Source: an optimization exercise on an open RTL-to-GDS flow (aim: small area, a short achievable clock period and few clock cycles per item). Production flows keep margins and buffers that such runs may drop. No functional check of the RTL was part of any run shown here. Power figures rest on the tool's default switching activity, not on a simulated workload.

**flow/constraint.sdc**
```tcl
create_clock -name core_clock -period 7.0 [get_ports {HCLK}]
set_input_delay 1.4000 -clock core_clock [delete_from_list [all_inputs] [get_ports {HCLK}]]
set_output_delay 1.4000 -clock core_clock [all_outputs]
set_load 0.01 [all_outputs]
```
**flow/design.v**
```verilog
`timescale          1ns/1ps
`default_nettype    none
module MS_DMAC_AHBL (
    input   wire    HCLK,
    input   wire    HRESETn,
    output  wire    IRQ,
    input wire          HSEL,
    input wire [31:0]   HADDR,
    input wire [1:0]    HTRANS,
    input wire          HWRITE,
    input wire          HREADY,
    input wire [31:0]   HWDATA,
    input wire [2:0]    HSIZE,
    output wire         HREADYOUT,
    output wire [31:0]  HRDATA,
    output wire [31:0]  M_HADDR,
    output wire [1:0]   M_HTRANS,
    output wire [2:0] 	M_HSIZE,
    output wire         M_HWRITE,
    output wire [31:0]  M_HWDATA,
    input wire          M_HREADY,
    input wire [31:0]   M_HRDATA
);
    reg         we_ctrl, we_saddr, we_daddr, we_size, we_trig;
    wire [15:0] a = HADDR[15:0];
    wire        a_ctrl  = (a == 16'h00);
    wire        a_stat  = (a == 16'h04);
    wire        a_saddr = (a == 16'h08);
    wire        a_daddr = (a == 16'h0C);
    wire        a_size  = (a == 16'h10);
    wire        a_trig  = (a == 16'h14);
    wire        a_none  = ~(a_ctrl | a_stat | a_saddr | a_daddr | a_size | a_trig);
    wire        wr_ap   = HSEL & HWRITE & HTRANS[1];
    always @(posedge HCLK) begin
        if (HREADY) begin
            we_ctrl  <= wr_ap & a_ctrl;
            we_saddr <= wr_ap & a_saddr;
            we_daddr <= wr_ap & a_daddr;
            we_size  <= wr_ap & a_size;
            we_trig  <= wr_ap & a_trig;
        end
    end
    reg [31:0]  CTRL_REG;
    reg [31:0]  SADDR_REG;
    reg [31:0]  DADDR_REG;
    reg [15:0]  SIZE_REG;
    reg         TRIG_REG;
    reg         done_r;
    reg         irq_r;
    wire        done_set;
    wire [31:0] ctrl_nx  = we_ctrl  ? HWDATA        : CTRL_REG;
    wire [31:0] saddr_nx = we_saddr ? HWDATA        : SADDR_REG;
    wire [31:0] daddr_nx = we_daddr ? HWDATA        : DADDR_REG;
    wire [15:0] size_nx  = we_size  ? HWDATA[15:0]  : SIZE_REG;
    wire        trig_nx  = we_trig  ? HWDATA[0]     : (TRIG_REG & ~done_set);
    wire        done_nx  = we_trig  ? 1'b0          : (done_r | done_set);
    wire        irq_nx   = done_nx & ctrl_nx[0];
    always @(posedge HCLK or negedge HRESETn)
        if (~HRESETn) begin
            CTRL_REG  <= 32'h0;
            SADDR_REG <= 32'h0;
            DADDR_REG <= 32'h0;
            SIZE_REG  <= 16'h0;
            TRIG_REG  <= 1'b0;
            done_r    <= 1'b0;
            irq_r     <= 1'b0;
        end else begin
            CTRL_REG  <= ctrl_nx;
            SADDR_REG <= saddr_nx;
            DADDR_REG <= daddr_nx;
            SIZE_REG  <= size_nx;
            TRIG_REG  <= trig_nx;
            done_r    <= done_nx;
            irq_r     <= irq_nx;
        end
    wire        EN        = CTRL_REG[0];
    wire [1:0]  SRC_TYPE  = CTRL_REG[17:16];
    wire        SRC_AI    = CTRL_REG[18];
    wire [1:0]  DEST_TYPE = CTRL_REG[25:24];
    wire        DEST_AI   = CTRL_REG[26];
    assign IRQ = irq_r;
    reg [31:0]  rdata_r;
    always @(posedge HCLK)
        rdata_r <= ({32{a_ctrl}}  & ctrl_nx)
                 | ({32{a_stat}}  & {31'h0, irq_nx})
                 | ({32{a_saddr}} & saddr_nx)
                 | ({32{a_daddr}} & daddr_nx)
                 | ({32{a_size}}  & {16'h0, size_nx})
                 | ({32{a_trig}}  & {31'h0, trig_nx})
                 | ({32{a_none}}  & 32'hDEADBEEF);
    assign HRDATA    = rdata_r;
    assign HREADYOUT = 1'b1;
    reg         s_r0;        
    reg         s_rd;        
    reg         s_wn;        
    reg         s_wp;        
    reg         s_wf;        
    reg         s_bub;       
    reg         s_fdp;       
    reg         htrans_r;
    reg         hwrite_r;
    reg [1:0]   hsize_r;
    reg [15:0]  rem;         
    reg         last;        
    wire        last_nx;
    reg [31:0]  cur;         
    reg [31:0]  alt;         
    wire idle  = ~(s_r0 | s_rd | s_wn | s_wp | s_wf | s_bub | s_fdp);
    wire rdy   = M_HREADY;
    wire start = idle & (we_trig ? HWDATA[0] : TRIG_REG) & ctrl_nx[0];
    wire n_r0  = start;
    wire n_rd  = rdy ? ((s_r0 & ~last) | s_wn)  : s_rd;
    wire n_wn  = rdy ? (s_rd & ~last)           : s_wn;
    wire n_wp  = rdy ? (s_rd & last)            : s_wp;
    wire n_wf  = rdy ? (s_wp | s_bub)           : s_wf;
    wire n_bub = rdy ? (s_r0 & last)            : s_bub;
    wire n_fdp = rdy ? s_wf                     : s_fdp;
    wire n_r0h = ~rdy & s_r0;
    assign done_set = s_fdp & rdy;
    always @(posedge HCLK or negedge HRESETn)
        if (~HRESETn) begin
            s_r0     <= 1'b0;
            s_rd     <= 1'b0;
            s_wn     <= 1'b0;
            s_wp     <= 1'b0;
            s_wf     <= 1'b0;
            s_bub    <= 1'b0;
            s_fdp    <= 1'b0;
            htrans_r <= 1'b0;
            hwrite_r <= 1'b0;
        end else begin
            s_r0     <= n_r0 | n_r0h;
            s_rd     <= n_rd;
            s_wn     <= n_wn;
            s_wp     <= n_wp;
            s_wf     <= n_wf;
            s_bub    <= n_bub;
            s_fdp    <= n_fdp;
            htrans_r <= n_r0 | n_r0h | n_rd | n_wn | n_wp | n_wf;
            hwrite_r <= n_wn | n_wp | n_wf;
        end
    wire n_wr   = n_wn | n_wp | n_wf;
    wire n_swap = ((n_r0 | n_r0h) & last_nx) | n_rd | n_wn;
    wire n_incr = ((n_r0 | n_r0h) & ~last_nx) | n_wp;
    reg         op_swap, op_incr;
    always @(posedge HCLK or negedge HRESETn)
        if (~HRESETn) begin
            op_swap <= 1'b0;
            op_incr <= 1'b0;
        end else begin
            op_swap <= n_swap;
            op_incr <= n_incr;
        end
    always @(posedge HCLK)
        hsize_r <= n_wr ? ctrl_nx[25:24] : ctrl_nx[17:16];
    wire is_rd = s_r0 | s_rd;
    wire swap  = rdy & op_swap;
    wire incr  = rdy & op_incr;
    wire [1:0]  typ  = hwrite_r ? DEST_TYPE : SRC_TYPE;
    wire        ai   = hwrite_r ? DEST_AI   : SRC_AI;
    wire [2:0]  st3  = {ai & (typ == 2'd2), ai & (typ == 2'd1), ai & (typ == 2'd0)};
    wire [3:0]  lo   = {1'b0, cur[2:0]} + {1'b0, st3};
    wire        c3   = lo[3] | (ai & (typ == 2'd3));
    wire [31:0] nxt;
    assign nxt[2:0] = lo[2:0];
    genvar i;
    generate
        for (i = 3; i < 32; i = i + 1) begin : g_inc
            if (i == 3)
                assign nxt[i] = cur[i] ^ c3;
            else
                assign nxt[i] = cur[i] ^ (c3 & (&cur[i-1:3]));
        end
    endgenerate
    wire [15:0] rem_nx  = idle ? SIZE_REG : (rdy & is_rd) ? rem - 16'h1 : rem;
    assign      last_nx = idle ? (SIZE_REG == 16'h0) : (rdy & is_rd) ? (rem == 16'h1) : last;
    always @(posedge HCLK) begin
        rem  <= rem_nx;
        last <= last_nx;
        if (idle) begin
            cur  <= SADDR_REG;
            alt  <= DADDR_REG;
        end else if (swap) begin
            cur <= alt;
            alt <= nxt;
        end else if (incr)
            cur <= nxt;
    end
    reg         dp_r, dp_r0, dp_w;
    reg [31:0]  qa, qb;
    always @(posedge HCLK)
        if (rdy) begin
            dp_r  <= htrans_r & ~hwrite_r;
            dp_r0 <= s_r0;
            dp_w  <= htrans_r &  hwrite_r;
        end
    always @(posedge HCLK) begin
        if (dp_r & dp_r0)
            qa <= M_HRDATA;
        else if (dp_w & rdy)
            qa <= qb;
        if (dp_r & ~dp_r0)
            qb <= M_HRDATA;
    end
    assign M_HADDR  = cur;
    assign M_HTRANS = {htrans_r, 1'b0};
    assign M_HWRITE = hwrite_r;
    assign M_HSIZE  = {1'b0, hsize_r};
    assign M_HWDATA = qa;
endmodule
```
**flow/flow/run.sh**
```bash
#!/bin/bash
# Standard layout, with every port buffered by the smallest buffer
# (timing repair resizes them where it needs to).
set -euo pipefail
export BUFFER_PORTS_ARGS="-buffer_cell sky130_fd_sc_hd__buf_1"
bash standard.sh synth > synth.log 2>&1
bash standard.sh > layout.log 2>&1
```
**flow/standard.sh**
```bash
#!/bin/bash
# synth_recipe.tcl (not shown) runs the flow's synth.tcl, then flattens the netlist and writes it again
# the make line also repeats each setting of config.mk as NAME=value (left out here)
make -C /OpenROAD-flow-scripts/flow DESIGN_CONFIG=/design/flow/config.mk WORK_HOME=/design/flow/orfs CLKGATE_MAP_FILE= SYNTH_SCRIPT=/design/flow/synth_recipe.tcl "${@:-finish}"
```
**flow/config.mk**
```make
export PLATFORM = sky130hd
export DESIGN_NAME = MS_DMAC_AHBL
export DESIGN_NICKNAME = MS_DMAC_AHBL
export VERILOG_FILES = /design/flow/design.v
export SDC_FILE = /design/flow/constraint.sdc
export NUM_CORES = 4
export LEC_CHECK = 0
export ABC_CLOCK_PERIOD_IN_PS = 2500
export CAP_MARGIN = 20
export CORE_MARGIN = 2
export CORE_UTILIZATION = 40
export SETUP_SLACK_MARGIN = 4.5
export SLEW_MARGIN = 20
export TNS_END_PERCENT = 100
```
==> results of run 1 <==
final cells by class:
cell class	count	area, um^2
fill	2961	16500
sequential	313	8420
multi-input combinational	747	5810
timing repair buffer	270	1650
clock buffer	52	1090
tap	455	569
clock inverter	16	191
inverter	18	75.1
worst min path at each step:
stage,startpoint,endpoint,cells after the start
2_1_floorplan,done_r,done_r,2
3_3_place_gp,done_r,done_r,2
6_report,CTRL_REG[7],CTRL_REG[7],1
3_5_place_dp,CTRL_REG[7],CTRL_REG[7],1
5_1_grt,CTRL_REG[8],CTRL_REG[8],1
4_1_cts,CTRL_REG[7],CTRL_REG[7],1
power by group:
group	switching (mW)	internal, mW	leakage, nW
Combinational	0.628	0.505	2.82
Sequential	0.136	2.23	3.23
Clock	0.788	1.21	0.630
Total	1.55	3.95	6.68
cell families after synthesis:
| kind of cell | Yosys count | synth area share [%] |
|---|---|---|
| simple gates | 366 | 12.7 |
| flops | 313 | 60.9 |
| compound gates | 180 | 8.26 |
| mux | 155 | 12.5 |
| buf+inv | 94 | 2.96 |
| xor+xnor | 30 | 1.90 |
| fa+ha+maj | 7 | 0.688 |
| other cells | 2 | 0.0544 |
what timing repair did:
item                                    in CTS  in global routing
endpoints found under the setup margin     186                120
setup buffers                               56                  7
gates resized for setup                     94                 52
pin swaps                                   57                 31
cloned                                       9                  2
metrics by stage:
step                      hold WS, ns  util (%)  std cells
after floorplan                 0.460         -       1148
after global placement          0.477      44.6       1729
after detailed placement        0.485      44.6       1729
after CTS                       0.499      51.1       1862
after global routing            0.506      51.9       1871
final                           0.494      51.9       1871
layer usage:
metal	wire [um]	part of all wire, %
met1	18100	45
met2	17900	45
met3	2920	7.3
met4	1070	2.7
met5	13	0.033
flip-flops by register name, summed over array words and instances (netlist names), 2 cells and up:
register,count
cur,32
SIZE_REG,16
SADDR_REG,32
qb,32
rdata_r,32
DADDR_REG,32
CTRL_REG,32
rem,16
qa,32
hsize_r,2
alt,32
cell usage after synthesis, types with 3 or more instances:
| library cell | n | area share [%] |
|---|---|---|
| o31ai_1 | 6 | 0.33 |
| nor2_1 | 82 | 2.2 |
| a21oi_1 | 45 | 1.6 |
| edfxtp_1 | 152 | 33 |
| and3_1 | 4 | 0.18 |
| buf_1 | 10 | 0.27 |
| xnor2_1 | 21 | 1.3 |
| dfrtp_1 | 126 | 23 |
| ha_1 | 6 | 0.54 |
| nor3_1 | 27 | 0.98 |
| buf_6 | 3 | 0.24 |
| o21ai_0 | 43 | 1.6 |
| and4_1 | 8 | 0.51 |
| a221oi_1 | 13 | 0.82 |
| mux2i_1 | 12 | 0.87 |
| or3_1 | 6 | 0.27 |
| buf_4 | 5 | 0.27 |
| a21o_1 | 7 | 0.38 |
| mux2_2 | 143 | 12 |
| or4_1 | 5 | 0.27 |
| o32ai_1 | 3 | 0.19 |
| buf_2 | 10 | 0.36 |
| nand4_1 | 21 | 0.95 |
| dfxtp_1 | 35 | 5.1 |
| nor4_1 | 23 | 1.0 |
| a31oi_1 | 15 | 0.68 |
| o31a_1 | 6 | 0.38 |
| o21ai_1 | 10 | 0.36 |
| a22oi_1 | 3 | 0.16 |
| xor2_1 | 9 | 0.57 |
| nor2b_1 | 6 | 0.27 |
| nand3_1 | 40 | 1.4 |
| o22ai_1 | 12 | 0.54 |
| nand2b_1 | 3 | 0.14 |
| nand2_1 | 128 | 3.5 |
| inv_1 | 17 | 0.46 |
| clkbuf_1 | 46 | 1.2 |
==> results.txt, run 1 <==
- Number of flops mapped to enable cells by yosys: 152
- Leakage: 6.68 nW
- CP peak stage delay: 0.45 ns
- Initial Utilization: 40.3%
- Seq/Total Area, Yosys: 60.9%
- Drt drc: 0
- RSZ-0062 raised after global routing: yes
- Worst-case reg-to-reg path depth: 11
- Setup ws final: 4.22 ns
- Final WL: 40.0 mm
- Most frequent CP cell: ha_4
- Slew HR: 43.4%
- Vias in the first global route: 10,040
- Slew Viols, Final: 0
- Max frequency: 0.360 GHz
- M2 GR Usage: 33.7%
- Critical Path Stages: 11
- Crit path DAT: 3.03 ns
- # nets final: 1,501
- Final period utilization: 39.7%
- Crit path time final: 2.78 ns
- Port Buf Inserts: 187
- CP required: 7.25 ns
- GR Util met1: 31.5%
- Setup crit end kind: flop
- Syn. warnings: 1
- DR vias/cell: 5.52
- WS Path Type: reg -> reg
- All-Layer GR Usage: 21.8%
- Final Skew: 0.0260 ns
- Htree depth: 2
- Die ar.: 0.0360 mm^2
- Row count: 68
- Status: timing/DRC/antenna clean
- Ratio of cells with drive above 1 in the final layout: 30.8%
- I/O pin count: 211
- Endpoints failing hold: 0
- Vias: 10,326
- Mean area per synthesized cell: 12.0 um^2
- Gate Count Post-Synth: 1,147
- WL/cell: 21.4 um
- Clock root cell: clkbuf_16
- Crit path cell chain: o32a_1, nor2_1, ha_4, a2111oi_4, buf_12, inv_8, ha_4, xnor2_2, nand2_1, o21ai_1, a21oi_1
- HP Class: reg -> reg
- Slowest CP cell: dfrtp_2
- Worst r2r src: hwrite_r
- Final setup violation count: 0
- CTS tree: built
- Top_reg_cell synth: edfxtp_1
- Worst Tran Pin Value: 0.849 ns
- Most common cell after layout, fill and taps aside: buf_1
- Initial antenna violation count: 1
- Total power: 5.50 mW
- Crit path launch: hwrite_r
- Post-route antenna net violation count: 0
- Number of buffers created by CTS: 37
- Crit Path Max Fanout: 8
- Setup crit end: cur[4]
- Largest net degree at the start of global routing: 64
- Delay-heaviest family, CP: compound AO/OA/AOI/OAI gates
- Area grow syn2layout: 28.9%
- Pre-CTS setup slack: 3.13 ns
- Fin area: 0.0178 mm^2
- Pre-Repair DR Iteration Count: 5
- GRT Residual Overflow: 0
- Clock transition at path regs: 0.06 ns
- Clock Latency Late Sink: 0.54 ns
- Chip width: 190 um
- CTS Sinks: 313
- Placer Congestion: 0.811
- DRT iter0 DRCs: 696
- Synth Register Bits: 313
- Worst Setup Start Kind: flop
- TNS Setup: 0 ns
- Synth async-reset ratio: 40.3%
- Clk buf depth: 3
- Critical path buffer and inverter count: 2
- Ant. Diodes: 0
- DP Wirelength: 24.6 mm
- Commonest cells after routing, fill and taps aside: 156 x buf_1, 152 x edfxtp_1, 142 x mux2_2, 125 x dfrtp_1, 121 x nand2_1
- PD cells: 309 mW/mm^2
- Post-DP Area: 0.0153 mm^2
- Worst R2R End: cur[4]
- Peak VDD IR: 0.173 mV
- Syn Std Cell Area: 0.0138 mm^2
- Chip Height: 190 um
- Hold-fix buffers, CTS: 0
- Core area: 0.0343 mm^2
- Max Cap Viol: 0
- Unique cell type count in the Yosys netlist: 66
- Met3 usage: 3.74%
- Flop2flop setup slack: 4.22 ns
- Grt peak-use layer: met2
- First-pass GRT wire length: 60.4 mm
==> run 2, diff against run 1 <==
--- a/flow/design.v
+++ b/flow/design.v
@@ -142,7 +142,10 @@
     wire n_wr   = n_wn | n_wp | n_wf;
     wire n_swap = ((n_r0 | n_r0h) & last_nx) | n_rd | n_wn;
     wire n_incr = ((n_r0 | n_r0h) & ~last_nx) | n_wp;
+    wire [1:0]  n_typ = n_wr ? ctrl_nx[25:24] : ctrl_nx[17:16];
+    wire        n_ai  = n_wr ? ctrl_nx[26]    : ctrl_nx[18];
     reg         op_swap, op_incr;
+    reg [3:0]   step;
     always @(posedge HCLK or negedge HRESETn)
         if (~HRESETn) begin
             op_swap <= 1'b0;
@@ -151,25 +154,25 @@
             op_swap <= n_swap;
             op_incr <= n_incr;
         end
-    always @(posedge HCLK)
-        hsize_r <= n_wr ? ctrl_nx[25:24] : ctrl_nx[17:16];
+    always @(posedge HCLK) begin
+        hsize_r <= n_typ;
+        step    <= n_ai ? (4'h1 << n_typ) : 4'h0;
+    end
     wire is_rd = s_r0 | s_rd;
     wire swap  = rdy & op_swap;
     wire incr  = rdy & op_incr;
-    wire [1:0]  typ  = hwrite_r ? DEST_TYPE : SRC_TYPE;
-    wire        ai   = hwrite_r ? DEST_AI   : SRC_AI;
-    wire [2:0]  st3  = {ai & (typ == 2'd2), ai & (typ == 2'd1), ai & (typ == 2'd0)};
-    wire [3:0]  lo   = {1'b0, cur[2:0]} + {1'b0, st3};
-    wire        c3   = lo[3] | (ai & (typ == 2'd3));
+    wire        in1 = step[1] | (step[0] & cur[0]);
+    wire        in2 = step[2] | (in1 & cur[1]);
+    wire        in3 = step[3] | (in2 & cur[2]);
     wire [31:0] nxt;
-    assign nxt[2:0] = lo[2:0];
+    assign nxt[0] = cur[0] ^ step[0];
+    assign nxt[1] = cur[1] ^ in1;
+    assign nxt[2] = cur[2] ^ in2;
+    assign nxt[3] = cur[3] ^ in3;
     genvar i;
     generate
-        for (i = 3; i < 32; i = i + 1) begin : g_inc
-            if (i == 3)
-                assign nxt[i] = cur[i] ^ c3;
-            else
-                assign nxt[i] = cur[i] ^ (c3 & (&cur[i-1:3]));
+        for (i = 4; i < 32; i = i + 1) begin : g_inc
+            assign nxt[i] = cur[i] ^ (in3 & (&cur[i-1:3]));
         end
     endgenerate
     wire [15:0] rem_nx  = idle ? SIZE_REG : (rdy & is_rd) ? rem - 16'h1 : rem;
--- a/flow/config.mk
+++ b/flow/config.mk
@@ -9,6 +9,8 @@
 export CAP_MARGIN = 20
 export CORE_MARGIN = 2
 export CORE_UTILIZATION = 40
+export CTS_CLUSTER_DIAMETER = 100
+export CTS_CLUSTER_SIZE = 25
 export SETUP_SLACK_MARGIN = 4.5
 export SLEW_MARGIN = 20
 export TNS_END_PERCENT = 100
==> run 2 against run 1 <==
Net effect:
- still clean on timing, DRC and antenna
- maximum frequency increased by 3.2%
- total power shrank 18%
- synthesized cell count is 3.3% lower
- die area decreased by 1.0%
- clock skew rose by 0.0068 ns
- via count decreased by 5.3%
- highest routed layer unchanged
- final area decreased by 4.5%
- critical endpoint is now cur[20]
- combinational power shrank 12%
- critical path type unchanged
==> results.txt, run 2 <==
- DRT iter0 DRCs: 658 (-5.5%)
- Comb power frac: 22.3% (+1.7 points)
- Pre-Repair DR Iteration Count: 5 (unchanged)
- Fin area: 0.0170 mm^2 (-4.5%)
- Area grow syn2layout: 24.5%
- Clk pwr share: 24.6% (-12 points)
- Clock root cell: clkbuf_16
- Clk buf depth: 3 (unchanged)
- Slew HR: 40.2% (-3.2 points)
- Unique cell type count in the Yosys netlist: 64 (-3.0%)
- Seq/Total Area, Yosys: 62.2% (+1.2 points)
- Core area: 0.0336 mm^2 (-2.0%)
- # nets final: 1,464 (-2.5%)
- Post-route antenna net violation count: 0 (unchanged)
- WS Path Type: reg -> reg
- WL/cell: 20.5 um (-4.0%)
- Fin cells: 1,810 (-3.3%)
- Crit path time final: 2.69 ns (-0.0851 ns)
- Crit path cell chain: ha_2, or2_4, ha_4, or2_4, ha_4, o2111a_2, nand4_1, buf_6, buf_4, nor4_4, nor3_1, o21ai_1
- Ratio of cells with drive above 1 in the final layout: 30.8% (about the same)
- Worst hold start: CTRL_REG[6]
- Gate Count Post-Synth: 1,109 (-3.3%)
- Final period utilization: 38.5% (-1.2 points)
- All-Layer GR Usage: 20.4% (-1.4 points)
- TNS Setup: 0 ns (unchanged)
- GRT Residual Overflow: 0 (unchanged)
- Most common cell after layout, fill and taps aside: edfxtp_1
- Syn Std Cell Area: 0.0137 mm^2 (-1.1%)
- Clock transition at path regs: 0.10 ns (+0.04 ns)
- Final WL: 37.1 mm (-7.1%)
- Chip Height: 189 um (-0.52%)
- Crit path DAT: 2.95 ns (-0.08 ns)
- Top_reg_cell synth: edfxtp_1
- DP Cell Count: 1,693 (-2.1%)
- Slew Viols, Final: 0 (unchanged)
- Final Skew: 0.0328 ns (+0.00680 ns)
- Htree depth: 1 (-1)
- Leading post-synthesis cells by cell area: edfxtp_1 33%, dfrtp_1 23%, mux2_2 11%, dfxtp_1 5.7%, nand2_1 2.9%
- Chip width: 189 um (-0.52%)
- Multiplexer share of the synthesized area: 12.4% (-0.17 points)
- Clock Latency Late Sink: 0.53 ns (about the same)
- Crit Path Max Fanout: 7 (-1)
- Die ar.: 0.0357 mm^2 (-1.0%)
- Power share of the sequential group: 53.1% (+10 points)
- Synth async-reset ratio: 39.7% (-0.51 points)
- Setup crit end kind: flop
- Post-Synth Adder-Cell Area: 0.549% (-0.14 points)
- Syn. warnings: 1 (unchanged)
- DR vias/cell: 5.40 (-2.1%)
- CTS tree: built
- Top cells by count, synth: 152 x edfxtp_1, 135 x mux2_2, 126 x dfrtp_1
- Synth Register Bits: 317 (+1.3%)
- Share of the synthesized area in the top cell type: 33.4% (+0.35 points)
- Max Cap Viol: 0 (unchanged)
- HP Class: reg -> reg
- Final setup violation count: 0 (unchanged)
- Leakage: 6.41 nW (-4.0%)
- Commonest cells after routing, fill and taps aside: 152 x edfxtp_1, 148 x buf_1, 133 x mux2_2, 126 x dfrtp_1, 100 x nand2_1
- Sw power: 1.32 mW (-15%)
- Worst Setup Start Kind: flop
- Crit path launch: cur[0]
- Placer Congestion: 0.813 (+0.30%)
- Drt drc: 0 (unchanged)
- CTS Sinks: 317 (+1.3%)
- Worst Tran Pin Value: 0.897 ns (+0.0479 ns)
- Critical path buffer and inverter count: 2 (unchanged)
- Main combinational cell family by area after synthesis: simple AND/OR/NAND/NOR gates
- Compound-Gate Fraction of Synth Area: 7.54% (-0.72 points)
- Largest net degree at the start of global routing: 74 (+16%)
- Delay-heaviest family, CP: simple AND/OR/NAND/NOR gates
- Row count: 67 (-1.5%)
- Peak VDD IR: 0.178 mV (+2.9%)
- DP Wirelength: 24.2 mm (-1.7%)
- Pre-CTS setup slack: 3.04 ns (-0.0939 ns)
- Slowest CP cell: edfxtp_1
- Hold-fix buffers, CTS: 0 (unchanged)
- XOR/XNOR Fraction of Synth Area: 1.99% (+0.084 points)
- Simple-gate share of the synthesized area: 12.6% (-0.093 points)
- Vias in the first global route: 9,814 (-2.3%)
- Ant. Diodes: 0 (unchanged)
- Worst r2r src: cur[0]
- Setup ws final: 4.31 ns (+0.0851 ns)
- Max frequency: 0.372 GHz (+3.2%)
- Initial antenna violation count: 1 (unchanged)
- Vias: 9,776 (-5.3%)
- CP peak stage delay: 0.40 ns (-0.05 ns)
- First-pass GRT wire length: 57.0 mm (-5.6%)
- Post-DP Area: 0.0151 mm^2 (-1.1%)
- Cell with the most instances after synthesis: edfxtp_1
- Number of buffers created by CTS: 17 (-54%)
- Status: timing/DRC/antenna clean
- Largest area contributor in the netlist: edfxtp_1
- Initial Utilization: 40.7% (+0.37 points)
- Port Buf Inserts: 187 (unchanged)
- Mean area per synthesized cell: 12.3 um^2 (+2.3%)
- Sw frac: 29.4% (+1.1 points)
- I/O pin count: 211 (unchanged)
- Cell Int Power: 3.17 mW (-20%)
- Endpoints failing hold: 0 (unchanged)
- Number of flops mapped to enable cells by yosys: 152 (unchanged)
- PD cells: 264 mW/mm^2 (-15%)
- RSZ-0062 raised after global routing: yes
- CP required: 7.26 ns (about the same)
run 2: changes by cell type in the layout (fill, tap and decap cells not counted), sizes merged, moves of 9 or more:
cell and delta:
nand2 -26, buf +12, clkinv -9, clkbuf -21
run 2: layout make-up:
cell class / instances / area [um^2]
Sequential cell: 317 / 8500
Clock buffer: 26 / 459
Tap cell: 448 / 561
Clock inverter: 4 / 48.8
Fill cell: 2955 / 16600
Timing Repair Buffer: 287 / 1760
Timing Repair inverter: 1 / 7.51
Inverter: 22 / 86.3
Multi-Input combinational cell: 705 / 5600
run 2: logic make-up after synthesis:
group / after synthesis
other: 2
buffers and inverters: 90
flip-flops: 317
multiplexers: 151
XOR/XNOR: 31
AO/OA/AOI/OAI: 164
AND/OR/NAND/NOR: 348
adder cells (fa/ha/maj): 6
run 2: final timing paths:
kind	depth (start not counted)	slack, ns	end
max in group asynchronous	2	4.91	SIZE_REG[3]
setup reg to reg	12	4.31	cur[20]
hold reg to reg	1	0.51	CTRL_REG[6]
hold / removal	1	0.51	CTRL_REG[6]
min in group asynchronous	1	0.84	DADDR_REG[20]
setup / recovery	12	4.31	cur[20]
run 2: routing by layer:
layer	routed length, um	GRT usage (%)	vias to the layer above
li1	-	-	4554
met1	17300	29.7	4851
met2	16700	32.3	336
met3	2550	3.39	33
met4	513	4.36	2
met5	13	0	-
run 2: power groups by stage:
| stage | clock, mW | combinational, mW | sequential, mW |
|---|---|---|---|
| floorplan | 0 | 0.474 | 2.42 |
| global placement | 0 | 0.713 | 2.45 |
| detailed placement | 0 | 0.726 | 2.46 |
| CTS | 1.13 | 0.920 | 2.38 |
| global route | 1.20 | 1.09 | 2.41 |
| finish | 1.10 | 1.00 | 2.38 |
run 2: worst register-to-register path, delay by kind of cell (launching register included):
kind	cells	cell delay [ns]
and+or+nand+nor	5	0.80
AOI/OAI and AO/OA	2	0.44
DFF	1	0.40
buffers and inverters	2	0.26
adders and majority gates	3	0.50
run 2: timing repair:
action / 4_1_cts / 5_1_grt
setup endpoints to repair: 188 / 141
gates cloned: 3 / 0
pin swaps: 61 / 36
setup buffers: 66 / 18
resized for setup: 101 / 65
run 2: stage by stage:
| stage | util, % | hold WS (ns) | power (mW) |
|---|---|---|---|
| after floorplan | - | 0.449 | 2.90 |
| after global placement | 44.9 | 0.461 | 3.16 |
| after detailed placement | 44.9 | 0.473 | 3.18 |
| after CTS | 49.4 | 0.499 | 4.43 |
| after global routing | 50.6 | 0.517 | 4.69 |
| final | 50.6 | 0.506 | 4.49 |
==> run 3, diff against run 2 <==
--- a/flow/design.v
+++ b/flow/design.v
@@ -107,7 +107,7 @@
     reg [31:0]  alt;         
     wire idle  = ~(s_r0 | s_rd | s_wn | s_wp | s_wf | s_bub | s_fdp);
     wire rdy   = M_HREADY;
-    wire start = idle & (we_trig ? HWDATA[0] : TRIG_REG) & ctrl_nx[0];
+    wire start = idle & trig_nx & ctrl_nx[0];
     wire n_r0  = start;
     wire n_rd  = rdy ? ((s_r0 & ~last) | s_wn)  : s_rd;
     wire n_wn  = rdy ? (s_rd & ~last)           : s_wn;
@@ -159,36 +159,28 @@
         step    <= n_ai ? (4'h1 << n_typ) : 4'h0;
     end
     wire is_rd = s_r0 | s_rd;
-    wire swap  = rdy & op_swap;
-    wire incr  = rdy & op_incr;
-    wire        in1 = step[1] | (step[0] & cur[0]);
-    wire        in2 = step[2] | (in1 & cur[1]);
-    wire        in3 = step[3] | (in2 & cur[2]);
-    wire [31:0] nxt;
-    assign nxt[0] = cur[0] ^ step[0];
-    assign nxt[1] = cur[1] ^ in1;
-    assign nxt[2] = cur[2] ^ in2;
-    assign nxt[3] = cur[3] ^ in3;
-    genvar i;
-    generate
-        for (i = 4; i < 32; i = i + 1) begin : g_inc
-            assign nxt[i] = cur[i] ^ (in3 & (&cur[i-1:3]));
-        end
-    endgenerate
-    wire [15:0] rem_nx  = idle ? SIZE_REG : (rdy & is_rd) ? rem - 16'h1 : rem;
-    assign      last_nx = idle ? (SIZE_REG == 16'h0) : (rdy & is_rd) ? (rem == 16'h1) : last;
-    always @(posedge HCLK) begin
-        rem  <= rem_nx;
-        last <= last_nx;
-        if (idle) begin
-            cur  <= SADDR_REG;
-            alt  <= DADDR_REG;
-        end else if (swap) begin
-            cur <= alt;
-            alt <= nxt;
-        end else if (incr)
-            cur <= nxt;
-    end
+    wire [31:0] nxt = cur + {28'h0, step};
+    wire [31:0] cur_val = idle ? SADDR_REG : (op_swap ? alt : nxt);
+    wire [31:0] alt_val = idle ? DADDR_REG : nxt;
+    wire [15:0] rem_val = idle ? SIZE_REG  : rem - 16'h1;
+    wire        lst_val = idle ? (SIZE_REG == 16'h0) : (rem == 16'h1);
+    wire        cur_en  = idle | (rdy & (op_swap | op_incr));
+    wire        alt_en  = idle | (rdy & op_swap);
+    wire        rem_en  = idle | (rdy & is_rd);
+    assign      last_nx = rem_en ? lst_val : last;
+    always @(posedge HCLK) begin
+        if (rem_en) begin
+            rem  <= rem_val;
+            last <= lst_val;
+        end
+        if (alt_en)
+            alt <= alt_val;
+    end
+    always @(posedge HCLK or negedge HRESETn)
+        if (~HRESETn)
+            cur <= 32'h0;
+        else if (cur_en)
+            cur <= cur_val;
     reg         dp_r, dp_r0, dp_w;
     reg [31:0]  qa, qb;
     always @(posedge HCLK)
--- a/flow/config.mk
+++ b/flow/config.mk
@@ -8,7 +8,7 @@
 export ABC_CLOCK_PERIOD_IN_PS = 2500
 export CAP_MARGIN = 20
 export CORE_MARGIN = 2
-export CORE_UTILIZATION = 40
+export CORE_UTILIZATION = 55
 export CTS_CLUSTER_DIAMETER = 100
 export CTS_CLUSTER_SIZE = 25
 export SETUP_SLACK_MARGIN = 4.5
==> run 3 against run 2 <==
Net effect:
- largest cell class unchanged
- non-clock buffer count shrank 22
- critical path type is now in -> reg
- combinational power up 96%
- synthesized area grew 3.4%
- still clean on timing, DRC and antenna
- final cell count down 6.0%
- first-iteration DRC count increased by 39%
- register-to-register slack gained 0.25 ns
==> results.txt, run 3 <==
- Worst hold slack: 0.504 ns (-0.00264 ns)
- Crit path DAT: 2.96 ns (about the same)
- RSZ-0062 raised after global routing: yes
- Hold-fix buffers, CTS: 0 (unchanged)
- XOR/XNOR Fraction of Synth Area: 2.48% (+0.49 points)
- Max Cap Viol: 0 (unchanged)
- Peak VDD IR: 0.238 mV (+34%)
- Slew HR: 26.8% (-13 points)
- All-Layer GR Usage: 28.5% (+8.0 points)
- Max frequency: 0.387 GHz (+4.2%)
- Ratio of cells with drive above 1 in the final layout: 25.0% (-5.7 points)
- Post-DP Area: 0.0152 mm^2 (+0.65%)
- Row count: 58 (-13%)
- Hold Crit Depth: 1 (unchanged)
- Worst r2r src: cur[0]
- Largest area contributor in the netlist: dfrtp_1
- HP Class: reg -> reg
- Top cells by count, synth: 158 x dfrtp_1, 142 x mux2_2, 120 x edfxtp_1
- Clock root cell: clkbuf_16
- Crit path time final: 2.58 ns (-0.109 ns)
- Final period utilization: 36.9% (-1.6 points)
- Fillers: 2,035 (-31%)
- DP Wirelength: 24.7 mm (+1.9%)
- WL/cell: 22.7 um (+11%)
- Unique cell type count in the Yosys netlist: 76 (+19%)
- Endpoints failing hold: 0 (unchanged)
- Syn Std Cell Area: 0.0141 mm^2 (+3.4%)
- Pre-Repair DR Iteration Count: 5 (unchanged)
- Post-route antenna net violation count: 0 (unchanged)
- Flop2flop setup slack: 4.56 ns (+0.25 ns)
- Die ar.: 0.0270 mm^2 (-24%)
- Crit Path Max Fanout: 7 (unchanged)
- Post-Synth Adder-Cell Area: 0.673% (+0.12 points)
- Chip Height: 164 um (-13%)
- Final WL: 38.7 mm (+4.2%)
- Final setup violation count: 0 (unchanged)
- Setup crit end kind: flop
- Fin area: 0.0167 mm^2 (-1.9%)
- # nets final: 1,476 (+0.82%)
- Worst R2R End: alt[30]
- Status: timing/DRC/antenna clean
- TNS Setup: 0 ns (unchanged)
- Leading post-synthesis cells by cell area: dfrtp_1 28%, edfxtp_1 26%, mux2_2 11%, dfxtp_1 5.5%, nand2_1 3.0%
- Initial Utilization: 56.1% (+15 points)
- Simple-gate share of the synthesized area: 11.1% (-1.5 points)
- Cell with the most instances after synthesis: dfrtp_1
- Reg area: 0.00836 mm^2 (-1.6%)
- Top_reg_cell synth: dfrtp_1
- Clk buf depth: 3 (unchanged)
- PD cells: 339 mW/mm^2 (+29%)
- Gate Count Post-Synth: 1,147 (+3.4%)
- Slew Viols, Final: 0 (unchanged)
- Multiplexer share of the synthesized area: 12.4% (+0.041 points)
- First-pass GRT wire length: 58.0 mm (+1.7%)
- Final Skew: 0.0319 ns (-0.000941 ns)
- Chip width: 164 um (-13%)
- Worst Tran Pin Value: 1.10 ns (+0.200 ns)
- Worst-case reg-to-reg path depth: 8 (-4)
- Mean area per synthesized cell: 12.3 um^2 (about the same)
- Seq/Total Area, Yosys: 59.0% (-3.2 points)
- Clock Latency Late Sink: 0.52 ns (about the same)
- Synth Register Bits: 317 (unchanged)
- WS Path Type: in -> reg
- CTS tree: built
- CP required: 7.38 ns (+0.12 ns)
- DR vias/cell: 6.02 (+11%)
- Leakage: 6.33 nW (-1.3%)
- Synth async-reset ratio: 49.8% (+10 points)
- Compound-Gate Fraction of Synth Area: 11.4% (+3.9 points)
- Core area: 0.0252 mm^2 (-25%)
- Largest net degree at the start of global routing: 72 (-2.7%)
- Drt drc: 0 (unchanged)
- Most common cell after layout, fill and taps aside: buf_1
- Commonest cells after routing, fill and taps aside: 156 x buf_1, 141 x mux2_2, 139 x dfrtp_1, 120 x edfxtp_1, 110 x nand2_1
- Port Buf Inserts: 187 (unchanged)
- Number of flops mapped to enable cells by yosys: 120 (-21%)
- Worst Hold End: CTRL_REG[7]
- DRT iter0 DRCs: 917 (+39%)
- Final design utilization: 66.3% (+16 points)
- Initial antenna violation count: 1 (unchanged)
- Worst hold start: CTRL_REG[7]
- Area of the multi-input gates: 0.00569 mm^2 (+1.7%)
- Number of buffers created by CTS: 16 (-1)
- Worst Setup Start Kind: input pin
- Area grow syn2layout: 18.1%
- Vias: 10,241 (+4.8%)
- Syn. warnings: 1 (unchanged)
- Vias in the first global route: 9,718 (-0.98%)
- Clock transition at path regs: 0.10 ns (about the same)
- Placer Congestion: 0.863 (+6.2%)
- Htree depth: 1 (unchanged)
- I/O pin count: 211 (unchanged)
- GRT Residual Overflow: 0 (unchanged)
- Share of the synthesized area in the top cell type: 28.0% (-5.4 points)
- Main combinational cell family by area after synthesis: multiplexers
- CTS Sinks: 317 (unchanged)
run 3: cell count changes in the layout (fill, tap and decap cells not counted), moves of 16 or more:
cell and delta:
edfxtp_1 -32, dfrtp_2 +19, nor2_1 -19, a221o_1 +30, o21ai_0 +17, xnor2_1 +16
buf_4 -18
run 3: through the flow:
stage | setup slack, ns | power [mW] | cells
global route | 4.36 | 5.97 | 1702
finish | 4.42 | 5.66 | 1702
detailed placement | 3.17 | 4.32 | 1610
floorplan | 4.12 | 3.78 | 1148
global placement | 3.18 | 4.28 | 1610
CTS | 4.38 | 5.59 | 1692
run 3: final cells by class:
class | count | area share (%)
diodes | 1 | 0.0150
flip-flops and latches | 317 | 50.1
well taps | 330 | 2.47
inverters | 21 | 0.472
clock buffers | 25 | 2.73
clock inverters | 2 | 0.0675
repair buffers | 265 | 10.0
multi-input cells | 741 | 34.1
run 3: worst max path at each step:
stage,from,end,cells after the start
floorplan,HADDR[14],rdata_r[12],6
detailed placement,HADDR[1],rdata_r[17],7
finish,HADDR[7],rdata_r[10],7
global placement,HADDR[14],rdata_r[17],7
CTS,HADDR[7],rdata_r[17],9
global route,HADDR[8],rdata_r[10],7
run 3: kinds of logic (layout without fill, tap and decap cells):
group	Yosys count	in the layout
flip-flops	317	317
AND/OR/NAND/NOR	299	301
AO/OA/AOI/OAI	231	233
multiplexers	157	157
buffers and inverters	94	313
XOR/XNOR	40	40
adder cells (fa/ha/maj)	7	7
other	2	4
run 3: power breakdown:
part	switching, mW	internal (mW)
combinational	1.13	0.824
sequential	0.236	2.42
clock	0.589	0.457
run 3: what timing repair did:
action                                  4_1_cts  5_1_grt
cloned                                        8        1
endpoints found under the setup margin      173       76
resized for setup                            78       54
pin swaps                                    15        7
buffers inserted                             47        8
run 3: routing by layer:
layer	part of all wire [%]	wire length [um]	up-vias	track usage (%)
li1	-	-	4686	-
met4	2.1	816	0	6.94
met1	45	17600	5063	43.6
met2	44	17100	442	42.6
met3	8.1	3140	50	4.44
met5	0	0	-	0
run 3: worst max-delay path: stages:
cell and delay (ns):
buf_6 0.10, nor4_4 0.31, nand4_4 0.15, buf_12 0.18, a21o_4 0.22, a221o_1 0.27
a221o_1 0.32

## static timing again, ports no longer ideal
The flow's constraints put no driver on any port. The routed layouts listed below were extracted and timed again, unchanged, in two steps.
Step 1: set_driving_cell puts a clkbuf_16 on HCLK and a buf_2 on each other input, an assumption about the parent block.
Step 2 also shifts input and output timing later by t, the mid clock arrival at the registers, as if the neighbouring blocks saw the same clock.
Slacks: ideal / step 1 / step 2; pairs: ideal / step 1.
| run | t (ns) | slack for setup (ns) | worst setup path after step 2 | slew at the worst register clock pin (ns) | cell pins on the clock port's net |
|---|---|---|---|---|---|
| run 1 | 0.577 | 4.223 / 4.223 / 3.995 | input to register | 0.06 / 0.06 | 1 |
| run 2 | 0.567 | 4.308 / 4.308 / 3.923 | input to register | 0.11 / 0.11 | 1 |
| run 3 | 0.557 | 4.417 / 4.434 / 3.877 | input to register | 0.11 / 0.11 | 1 |
After both steps every run listed still meets setup and hold. For run 3, which loses most, drivers alone change the setup slack by +0.017 ns; drivers and shift together by -0.540 ns.
